Source: an optimization exercise on an open RTL-to-GDS flow (aim: small area, a short achievable clock period and few clock cycles per item). Production flows keep margins and buffers that such runs may drop. In this exercise RTL edits were held to simulation tests only and were not proved equivalent to the original. Power and IR drop assume default switching activity.

Design kalman_filter_v3, start of the top module:
module kalman_filter_v3 (
  input  wire               clk,
  input  wire               rstn,
  input  wire               valid,
  input  wire signed [31:0] I_data_x,
  output wire signed [31:0] O_filter_data_x,
  output reg                finish
);
For scale: ~9600 cells after synthesis, roughly 980 flip-flops, ~68 I/O pins, ~0.084 sq mm of cells after synthesis.
export LEC_CHECK = 0
export CAP_MARGIN = 20
export CORE_MARGIN = 2
export CORE_UTILIZATION = 40
export PLACE_DENSITY = 0.6
export SLEW_MARGIN = 40
export TNS_END_PERCENT = 100
create_clock -name core_clock -period 12.0 [get_ports {clk}]
standard.sh (not shown) runs the stock make flow with config.mk's settings and CLKGATE_MAP_FILE= SYNTH_SCRIPT=/design/flow/synth_recipe.tcl, a recipe that flattens the netlist after the stock synthesis.
==> flow/flow/run.sh <==
#!/bin/bash
# Standard layout, with timing repair aiming for 6 ns of setup slack (the
# clock period and all constraints are the design's).
set -euo pipefail
bash standard.sh SETUP_SLACK_MARGIN=6 finish > standard_flow.log 2>&1
Testbench counts at the start, summed over its fixed seeds: cycles 28,800, items 2,400.
==> next run, changes <==
==> flow/flow/run.sh (replaced) <==
#!/bin/bash
# Standard layout, with timing repair aiming for 8 ns of setup slack (the
# clock period and all constraints are the design's).
set -euo pipefail
bash standard.sh SETUP_SLACK_MARGIN=8 finish > standard_flow.log 2>&1
--- a/flow/config.mk
+++ b/flow/config.mk
@@ -12 +12 @@
-export SLEW_MARGIN = 40
+export SLEW_MARGIN = 20
Effect:
- clock-buffer cell count came out lower by 20
- via count is higher by 4.9%
- clock skew shrinks by 0.013 ns
- synthesized cell count is unchanged
- worst hold slack improves by 0.0050 ns
- wire length goes up by 11%
- power increases by 12%
- critical path depth rises by 5
- worst setup slack gets better by 0.45 ns
- core utilization grows by 6.8 points
- global-route usage came out higher by 2.4 points

========
Starting RTL as in the previous note.
export LEC_CHECK = 0
export CAP_MARGIN = 20
export CORE_MARGIN = 2
export CORE_UTILIZATION = 40
export PLACE_DENSITY = 0.6
export SLEW_MARGIN = 40
export TNS_END_PERCENT = 100
create_clock -name core_clock -period 12.0 [get_ports {clk}]
==> flow/flow/run.sh <==
#!/bin/bash
# Standard layout, with timing repair aiming for 7 ns of setup slack (the
# clock period and all constraints are the design's).
set -euo pipefail
bash standard.sh SETUP_SLACK_MARGIN=7 finish > standard_flow.log 2>&1
Testbench counts at the start, summed over its fixed seeds: cycles 28,800, items 2,400.
Change:
Settings changed: SLEW_MARGIN 40 to 20.
This time the run finished with max-slew violations left.
Core utilization is higher by 0.26 points.
Critical path depth is higher by 2.
Setup slack improves by 61 ps.
Non-clock buffer count is higher by 6.
Cell count stays flat.
Total power is higher slightly.
Combinational power is higher slightly.
Synthesized cell count stays the same.

========
before:
Another version of the RTL of kalman_filter_v3 (not shown whole).
Size in the first run: roughly 9400 cells after synthesis, roughly 68 I/O pins, ~82000 um^2 of cells after synthesis.
Settings: LEC_CHECK=0, CAP_MARGIN=20, CORE_MARGIN=2, CORE_UTILIZATION=40, PLACE_DENSITY=0.6, SLEW_MARGIN=20, TNS_END_PERCENT=100; clock period 12.0 ns.
==> flow/flow/run.sh <==
#!/bin/bash
# Standard layout, with timing repair aiming for 9 ns of setup slack (the
# clock period and all constraints are the design's).
set -euo pipefail
bash standard.sh SETUP_SLACK_MARGIN=9 finish > standard_flow.log 2>&1
before: no failed stages, no open violations at the end
Testbench counts of before, summed over its fixed seeds: cycles 28,800, items 2,400.
### before -> after
==> flow/flow/run.sh <==
#!/bin/bash
# Standard layout, with timing repair aiming for 7 ns of setup slack (the
# clock period and all constraints are the design's).
set -euo pipefail
bash standard.sh SETUP_SLACK_MARGIN=7 finish > standard_flow.log 2>&1
after went all the way through synthesis, placement and routing and the layout is clean on timing, DRC and antenna.
Compared with before, in after filler-free cell count of the finished design lower; placed instance area lower.
The pin slew with the least headroom to its limit in after sits 0.15 ns above the value recorded for before.
Combinational share of power: after < before
Worst IR drop on VDD (higher): after
Of after and before, the lower final area belongs to after.
Looking at met3 routing resource usage after global routing, after sits below before.
Against before, after comes in 1 lower on count of inserted antenna diode cells.
Power: after draws less than before
Going from before to after, wire length shrank by a little under 10%.

-- port drivers added, routing unchanged --
No port has a modelled driver above. Below, the same layouts with a new extraction and two added sets of constraints.
Step 1 (the two cells are an assumption about what drives the block):
set clk [get_ports {clk}]
set_driving_cell -lib_cell sky130_fd_sc_hd__clkbuf_16 $clk
set_driving_cell -lib_cell sky130_fd_sc_hd__buf_2 [delete_from_list [all_inputs] $clk]
Step 2 times the ports against the registers' clock, not the clock port: input delays grow and output delays shrink by t, the midpoint of the rising clock arrivals with the driver on.
Three values: ideal ports, drivers, drivers and shift; two values: the first two.
| run | t, ns | slack for setup (ns) | worst hold slack (ns) | latest minus earliest clock arrival (ns) |
|---|---|---|---|---|
| the first run of note 1 | 0.839 | 6.076 / 6.076 / 5.363 | 0.467 / 0.467 / 0.467 | 0.048 / 0.048 |
| the second run of note 1 | 0.837 | 6.526 / 6.526 / 5.905 | 0.472 / 0.472 / 0.472 | 0.035 / 0.035 |
| the first run of note 2 | 0.829 | 6.507 / 6.507 / 5.820 | 0.479 / 0.479 / 0.479 | 0.053 / 0.053 |
| the second run of note 2 | 0.828 | 6.567 / 6.567 / 5.881 | 0.475 / 0.475 / 0.475 | 0.047 / 0.047 |
| before | 0.842 | 6.163 / 6.163 / 6.163 | 0.475 / 0.475 / 0.475 | 0.088 / 0.088 |
| after | 0.831 | 6.162 / 6.162 / 6.162 | 0.473 / 0.473 / 0.473 | 0.090 / 0.090 |
The setup slack of the first run of note 1, which loses most, moves by 0.000 ns with the drivers and by -0.713 ns with both steps.
